Background: an optimization exercise with open tools, aiming at small area, a short achievable clock period and few clock cycles per item. Do not read the settings as production practice. Where RTL was checked, it was by simulation tests only, not by an equivalence proof against the original. Power figures rest on the tool's default switching activity, not on a simulated workload.

== build 35 ==
==> flow/design.v (excerpt) <==
module kalman_filter_v3 (
  input  wire               clk,
  input  wire               rstn,
  input  wire               valid,
  input  wire signed [31:0] I_data_x,
  output wire signed [31:0] O_filter_data_x,
  output reg                finish
);
  localparam [31:0] QV = 32'h0000_1999;
  localparam [2:0] S_IDLE  = 3'd0;
  localparam [2:0] S_RV    = 3'd1;
  localparam [2:0] S_FAST  = 3'd2;
  localparam [2:0] S_VN    = 3'd3;
  localparam [2:0] S_SLOW1 = 3'd4;
  localparam [2:0] S_SLOW2 = 3'd5;
  localparam [2:0] S_F     = 3'd6;
  reg [2:0]  st;
  reg [5:0]  t;
  reg [31:0] x0, xe0, xe1, pe0, pe1, pe2, pe3;
  reg        cp0, cp1, cp2, cp3, pend;
  reg [31:0] d, e;
  reg [30:0] vd, rem0, rem2;
  reg        sg0, sg2, fastok, neg;
  reg        u31_0, unz_0, u31_2, unz_2;
  reg [47:0] s_x0, c_x0, s_x1, c_x1;
  reg [47:0] s_p0, c_p0, s_p1, c_p1, s_p2, c_p2, s_p3, c_p3;
  wire gt40 = d[31] ? (d < (32'h0 - 32'h0028_0000)) : (d > 32'h0028_0000);
  wire gt20 = d[31] ? (d < (32'h0 - 32'h0014_0000)) : (d > 32'h0014_0000);
  wire gt10 = d[31] ? (d < (32'h0 - 32'h000a_0000)) : (d > 32'h000a_0000);
  wire gt5  = d[31] ? (d < (32'h0 - 32'h0005_0000)) : (d > 32'h0005_0000);
  wire gt0  = |d;
  wire [15:0] rv_hi = gt40 ? 16'h03e8 : gt20 ? 16'h07d0 : gt10 ? 16'h0bb8 :
                      gt5  ? 16'h0fa0 : gt0  ? 16'h1388 : 16'h0000;
  wire [31:0] dsum = {pe0[31:16] + rv_hi, pe0[15:0]};
  wire [30:0] vneg = ~vd + 31'd1;
  wire [30:0] dm0 = pe0[31] ? (~pe0[30:0] + 31'd1) : pe0[30:0];
  wire [30:0] dm2 = pe2[31] ? (~pe2[30:0] + 31'd1) : pe2[30:0];
  wire [31:0] nv0 = {pe0[30], dm0};
  wire [31:0] nv2 = {pe2[30], dm2};
  wire slow = (st == S_SLOW1) | (st == S_SLOW2);
  reg  bq1_0, bq2_0, bq1_2, bq2_2;
  wire [5:0] tn = (slow && t != 6'd46) ? t + 6'd2 : 6'd0;
  always @(posedge clk) begin
  ...
Size in the first run: roughly 9800 cells after synthesis, roughly 980 flip-flops, ~68 I/O pins.
Settings: LEC_CHECK=0, CAP_MARGIN=20, CORE_MARGIN=2, CORE_UTILIZATION=55, PLACE_DENSITY=0.7, SETUP_SLACK_MARGIN=5, SLEW_MARGIN=20, TNS_END_PERCENT=100; clock period 12.0 ns.
run.sh (not shown) runs the stock make flow with config.mk's settings and CLKGATE_MAP_FILE= SYNTH_SCRIPT=/design/flow/synth_recipe.tcl, a recipe that flattens the netlist after the stock synthesis.
For trial 70, these inputs were changed with respect to build 35:
Settings: a change of PLACE_DENSITY from 0.7 to 0.6; a change of CORE_UTILIZATION from 55 to 40.
### Flow results
Trial 70: via count 631 below build 35. Relative to build 35, the final critical-path share of the clock period of trial 70 is lower by 1.9 points. Met2 layer usage reported by global route | trial 70 below build 35. Diff build 35 and trial 70: clock period minus worst slack lower in trial 70. Against build 35, power in trial 70 came out better. ~same sequential share of cell area in build 35 and trial 70.
Function was not checked in any run of this note: the RTL went through the layout flow alone.

* * *

Another version of the RTL of kalman_filter_v3 (not shown whole).
Size: ~9,600 cells after synthesis.
clock: 12.0 ns
lec_check: 0
cap_margin: 20
core_margin: 2
core_utilization: 40
place_density: 0.6
slew_margin: 40
tns_end_percent: 100
standard.sh (not shown) runs the stock make flow with config.mk's settings and CLKGATE_MAP_FILE= SYNTH_SCRIPT=/design/flow/synth_recipe.tcl, a recipe that flattens the netlist after the stock synthesis.
==> flow/flow/run.sh <==
#!/bin/bash
# Standard layout, with timing repair aiming for 6 ns of setup slack (the
# clock period and all constraints are the design's).
set -euo pipefail
bash standard.sh SETUP_SLACK_MARGIN=6 finish > standard_flow.log 2>&1
The baseline passed the timing, DRC and antenna checks.
Testbench counts at the start, summed over its fixed seeds: cycles 28,800, items 2,400.
Next try:
==> flow/flow/run.sh (replaced) <==
#!/bin/bash
# Standard layout, with timing repair aiming for 7 ns of setup slack (the
# clock period and all constraints are the design's).
set -euo pipefail
bash standard.sh SETUP_SLACK_MARGIN=7 finish > standard_flow.log 2>&1
SLEW_MARGIN = 20   (was 40)
Now the flow completed, yet does not pass: max-slew violations.
Via count rose by 4.1%.
Non-clock buffer count rose by 273.
Sequential power hardly moves.
Maximum frequency is higher by 9.1%.
Die area is unchanged.
Clock-buffer cell count went up by 5.
Next try:
==> flow/flow/run.sh (replaced) <==
#!/bin/bash
# Standard layout, with timing repair aiming for 8 ns of setup slack (the
# clock period and all constraints are the design's).
set -euo pipefail
bash standard.sh SETUP_SLACK_MARGIN=8 finish > standard_flow.log 2>&1
This time the run finished clean.
Utilization is higher by 2.5 points.
Via count came out higher by 0.81%.
Wire length grows by 2.5%.
Global-route usage climbs by 0.58 points.
Final cell count rose by 1.4%.
Cell area is higher by 5.0%.
Clock-buffer cell count went down by 25.
Sequential power stays flat.
Fmax falls by 0.75%.
Die area stays the same.
Hold slack stays flat.
Next try:
==> flow/flow/run.sh (replaced) <==
#!/bin/bash
# Standard layout, with timing repair aiming for 7 ns of setup slack (the
# clock period and all constraints are the design's).
set -euo pipefail
bash standard.sh SETUP_SLACK_MARGIN=7 finish > standard_flow.log 2>&1
SLEW_MARGIN = 40   (was 20)
What happened:
- The new run ran to the end with no violations
- final cell count shrinks slightly
- via count falls slightly
- global-route usage came out lower by 0.83 points

* * *

Setup of v58:
Another version of the RTL of kalman_filter_v3 (not shown whole).
Size in the first run: roughly 9400 cells after synthesis, roughly 980 flip-flops, about 68 I/O pins, roughly 82000 um^2 of cells after synthesis.
==> flow/config.mk <==
export PLATFORM = sky130hd
export DESIGN_NAME = kalman_filter_v3
export DESIGN_NICKNAME = kalman_filter_v3
export VERILOG_FILES = /design/flow/design.v
export SDC_FILE = /design/flow/constraint.sdc
export NUM_CORES = 4
export LEC_CHECK = 0
export CAP_MARGIN = 20
export CORE_MARGIN = 2
export CORE_UTILIZATION = 40
export PLACE_DENSITY = 0.6
export SLEW_MARGIN = 20
export TNS_END_PERCENT = 100
==> flow/constraint.sdc <==
create_clock -name core_clock -period 12.0 [get_ports {clk}]
set_input_delay 2.4000 -clock core_clock [delete_from_list [all_inputs] [get_ports {clk}]]
set_output_delay 2.4000 -clock core_clock [all_outputs]
set_load 0.01 [all_outputs]
==> flow/flow/run.sh <==
#!/bin/bash
# Standard layout, with timing repair aiming for 9 ns of setup slack (the
# clock period and all constraints are the design's).
set -euo pipefail
bash standard.sh SETUP_SLACK_MARGIN=9 finish > standard_flow.log 2>&1
Testbench counts of v58, summed over its fixed seeds: cycles 28,800, items 2,400.
Input-level comparison between v35 and v58:
==> flow/run.sh (new file) <==
#!/bin/bash
# synth_recipe.tcl (not shown) runs the flow's synth.tcl, then flattens the netlist and writes it again
# the make line also repeats each setting of config.mk as NAME=value (left out here)
make -C /OpenROAD-flow-scripts/flow DESIGN_CONFIG=/design/flow/config.mk WORK_HOME=/design/flow/orfs CLKGATE_MAP_FILE= SYNTH_SCRIPT=/design/flow/synth_recipe.tcl finish
-- flow/config.mk --
<<< v58, line 11
export PLACE_DENSITY = 0.6
export SLEW_MARGIN = 20
>>> v35, line 11
export PLACE_DENSITY = 0.6
export SETUP_SLACK_MARGIN = 5
export SLEW_MARGIN = 20
removed: flow/flow/run.sh
removed: flow/standard.sh
==> run summary <==
Compared with v58, v35 shows a non-clock buffer instance count of the final layout that is 765 lower.
Delta (v35 minus v58): share of power burned in registers up 5.0 points, total of flip-flops plus latches after synthesis stayed essentially flat, global-route usage now sits lower, design area dropped 20000 um^2, final critical-path required period up 760 ps.
v35 -> v58: floorplan core area delta 0, exact match
In the reports for v35 and v58, the smaller pin count of the biggest net entering global routing belongs to v58.
The higher global-route met2 utilization came out of v58.
Per the comparison of v35 with v58, depth of the worst register-to-register path lost about 4%; die outline height saw little to no change.
What v33 does differently from v35 at the input level:
==> flow/flow/run.sh (new file) <==
#!/bin/bash
# Standard layout, with timing repair aiming for 7 ns of setup slack (the
# clock period and all constraints are the design's).
set -euo pipefail
bash standard.sh SETUP_SLACK_MARGIN=7 finish > standard_flow.log 2>&1
==> flow/standard.sh (new file) <==
#!/bin/bash
# synth_recipe.tcl (not shown) runs the flow's synth.tcl, then flattens the netlist and writes it again
# the make line also repeats each setting of config.mk as NAME=value (left out here)
make -C /OpenROAD-flow-scripts/flow DESIGN_CONFIG=/design/flow/config.mk WORK_HOME=/design/flow/orfs CLKGATE_MAP_FILE= SYNTH_SCRIPT=/design/flow/synth_recipe.tcl "${@:-finish}"
-- flow/config.mk --
<<< v35, line 11
export PLACE_DENSITY = 0.6
export SETUP_SLACK_MARGIN = 5
export SLEW_MARGIN = 20
>>> v33, line 11
export PLACE_DENSITY = 0.6
export SLEW_MARGIN = 20
removed: flow/run.sh
[summary]
On count of placed standard cells in the final layout, fillers left out: between v35 and v33, it ends up lower for v35.
Compared with v35, number of nets at the end of the flow in v33 increased by a few percent.
| minimum period implied by the final worst setup slack | v33 vs v35 | 760 ps lower |
v33 — internal reg-to-reg setup slack 760 ps higher, v35 as reference
Cmp v35 and v33 / via count of the first global-routing pass / higher: v33
For v33, the capture point of the worst path was s_p3[8], unlike v35, where it was s_x1[31].
v33 vs v35: depth of the most critical reg-to-reg path up
Run comparison: v35 highest signal layer in the routed design met4; v33 highest signal layer in the routed design met5
v33 consumes more power than v35 does.
Of v35 and v33, the higher number of resized instances in the post-cts repair step belongs to v33.

* * *

Another version of the RTL of kalman_filter_v3 (not shown whole).
For scale: roughly 950 flip-flops, roughly 68 I/O pins.
## kalman_filter_v3
module kalman_filter_v3 (
  input  wire               clk,
  input  wire               rstn,
  input  wire               valid,
  input  wire signed [31:0] I_data_x,
  output wire signed [31:0] O_filter_data_x,
  output reg                finish
);
  localparam [31:0] QV = 32'h0000_1999;
  localparam [2:0] S_IDLE  = 3'd0;
  localparam [2:0] S_RV    = 3'd1;
  localparam [2:0] S_FAST  = 3'd2;
  localparam [2:0] S_VN    = 3'd3;
  localparam [2:0] S_SLOW1 = 3'd4;
  localparam [2:0] S_SLOW2 = 3'd5;
  localparam [2:0] S_F     = 3'd6;
  reg [2:0]  st;
  reg [5:0]  t;
  reg [31:0] x0, xe1, pe0, pe1, pe2, pe3;
  reg        cp0, cp1, cp2, cp3, pend;
  reg [31:0] d, e;
  reg [30:0] vd, rem0, rem2;
  reg        sg0, sg2, fastok, neg;
  reg        u31_0, unz_0, u31_2, unz_2;
  reg [47:0] s_x0, c_x0, s_x1, c_x1;
  reg [47:0] s_p0, c_p0, s_p1, c_p1, s_p2, c_p2, s_p3, c_p3;
  wire gt40 = d[31] ? (d < (32'h0 - 32'h0028_0000)) : (d > 32'h0028_0000);
  wire gt20 = d[31] ? (d < (32'h0 - 32'h0014_0000)) : (d > 32'h0014_0000);
  wire gt10 = d[31] ? (d < (32'h0 - 32'h000a_0000)) : (d > 32'h000a_0000);
  wire gt5  = d[31] ? (d < (32'h0 - 32'h0005_0000)) : (d > 32'h0005_0000);
  wire gt0  = |d;
  wire [15:0] rv_hi = gt40 ? 16'h03e8 : gt20 ? 16'h07d0 : gt10 ? 16'h0bb8 :
                      gt5  ? 16'h0fa0 : gt0  ? 16'h1388 : 16'h0000;
  wire [31:0] dsum = {pe0[31:16] + rv_hi, pe0[15:0]};
  wire [30:0] vneg = ~vd + 31'd1;
  wire [30:0] dm0 = pe0[31] ? (~pe0[30:0] + 31'd1) : pe0[30:0];
  wire [30:0] dm2 = pe2[31] ? (~pe2[30:0] + 31'd1) : pe2[30:0];
  wire [31:0] nv0 = {pe0[30], dm0};
  wire [31:0] nv2 = {pe2[30], dm2};
  wire slow = (st == S_SLOW1) | (st == S_SLOW2);
  reg  bq1_0, bq2_0, bq1_2, bq2_2;
  wire [5:0] tn = (slow && t != 6'd46) ? t + 6'd2 : 6'd0;
  always @(posedge clk) begin
    bq1_0 <= ~tn[5] & nv0[{~tn[4:1], 1'b1}];
    bq2_0 <= ~tn[5] & nv0[{~tn[4:1], 1'b0}];
    bq1_2 <= ~tn[5] & nv2[{~tn[4:1], 1'b1}];
    bq2_2 <= ~tn[5] & nv2[{~tn[4:1], 1'b0}];
  end
  wire b1_0 = slow & bq1_0;
  wire b2_0 = slow & bq2_0;
  wire b1_2 = slow & bq1_2;
  wire b2_2 = slow & bq2_2;
  wire q1_0, q2_0, q1_2, q2_2;
  wire [30:0] rn0, rn2;
  ...
Settings: LEC_CHECK=0, CAP_MARGIN=20, CORE_MARGIN=2, CORE_UTILIZATION=40, PLACE_DENSITY=0.6, SETUP_SLACK_MARGIN=5, SLEW_MARGIN=20, TNS_END_PERCENT=100; clock period 12.0 ns.
run.sh (not shown) runs the stock make flow with config.mk's settings and CLKGATE_MAP_FILE= SYNTH_SCRIPT=/design/flow/synth_recipe.tcl, a recipe that flattens the netlist after the stock synthesis.
Stock flow here: none of the scripts above is used.
Rerun with:
==> flow/flow/run.sh (new file) <==
#!/bin/bash
# Standard layout, with timing repair aiming for 8 ns of setup slack (the
# clock period and all constraints are the design's).
set -euo pipefail
bash standard.sh SETUP_SLACK_MARGIN=8 finish > standard_flow.log 2>&1
==> flow/standard.sh (new file) <==
#!/bin/bash
# synth_recipe.tcl (not shown) runs the flow's synth.tcl, then flattens the netlist and writes it again
# the make line also repeats each setting of config.mk as NAME=value (left out here)
make -C /OpenROAD-flow-scripts/flow DESIGN_CONFIG=/design/flow/config.mk WORK_HOME=/design/flow/orfs CLKGATE_MAP_FILE= SYNTH_SCRIPT=/design/flow/synth_recipe.tcl "${@:-finish}"
Settings changed: SETUP_SLACK_MARGIN 5 to default.
removed: flow/run.sh
After rerunning:
- The changed run finished with timing, DRC and antenna clean
- power increases by 14%
- die area stays the same
- combinational power goes up by 29%
- fmax is higher by 6.7%
- setup slack gains 440 ps
- flip-flop and latch count does not change
- clock power shrinks by 5.3%
- final area rose by 14%
- utilization went up by 6.0 points
- register-to-register slack improves by 440 ps
- worst hold slack gets better by 7.1 ps
No functional check of the RTL was part of any run of this note.

* * *

kalman_filter_v3, a different RTL version from the one above (not shown whole).
Size in the first run: about 10,000 cells after synthesis, roughly 980 flip-flops, roughly 68 I/O pins, roughly 89,000 sq um of cells after synthesis.
Settings: LEC_CHECK=0, CAP_MARGIN=20, CORE_MARGIN=2, CORE_UTILIZATION=40, PLACE_DENSITY=0.6, SETUP_SLACK_MARGIN=5, SLEW_MARGIN=20, TNS_END_PERCENT=100; clock period 12.0 ns.
Stock flow here: none of the scripts above is used.
Testbench counts at the start, summed over its fixed seeds: cycles 28,800, items 2,400.
Then changed:
SETUP_SLACK_MARGIN = default   (was 5)
TNS_END_PERCENT = default   (was 100)
Final area hardly moves.
Synthesized cell count stays the same.
Worst hold slack is about the same.
Wire length is about the same.
Die area does not change.
Count of clock-buffer cells in the layout stays the same.
Maximum frequency drops by 14%.
Clock power hardly moves.
Via count hardly moves.

[port drivers added, routing unchanged]
In the flow no input, the clock included, has a driving cell. The finished layouts below were timed again as built, in two steps. Step 1, drivers: a clkbuf_16 drives clk and a buf_2 each remaining input, both assumed. Step 2 also shifts input and output timing later by t, the mid clock arrival at the registers, as if the neighbouring blocks saw the same clock. a / b / c = no drivers / after step 1 / after step 2; a / b = the first two.
run	shift t [ns]	setup slack, ns	worst setup path at the end
build 35	0.837	3.539 / 3.539 / 3.539	register to register
trial 70	0.854	3.767 / 3.685 / 4.539	register to output
the first run of note 2	0.839	6.076 / 6.076 / 5.363	input to register
the second run of note 2	0.828	6.567 / 6.567 / 5.881	input to register
the third run of note 2	0.837	6.526 / 6.526 / 5.905	input to register
the fourth run of note 2	0.829	6.507 / 6.507 / 5.820	input to register
v58	0.842	6.163 / 6.163 / 6.163	register to register
v35	0.832	5.399 / 5.399 / 5.203	input to register
v33	0.831	6.162 / 6.162 / 6.162	register to register
the first run of note 4	0.819	5.102 / 5.102 / 5.102	register to register
the second run of note 4	0.841	5.537 / 5.537 / 5.537	register to register
the first run of note 5	0.889	5.312 / 5.277 / 5.178	input to register
the second run of note 5	0.888	4.186 / 4.186 / 4.186	register to register
The setup slack of the first run of note 2, which loses most, moves by 0.000 ns with the drivers and by -0.713 ns with both steps.
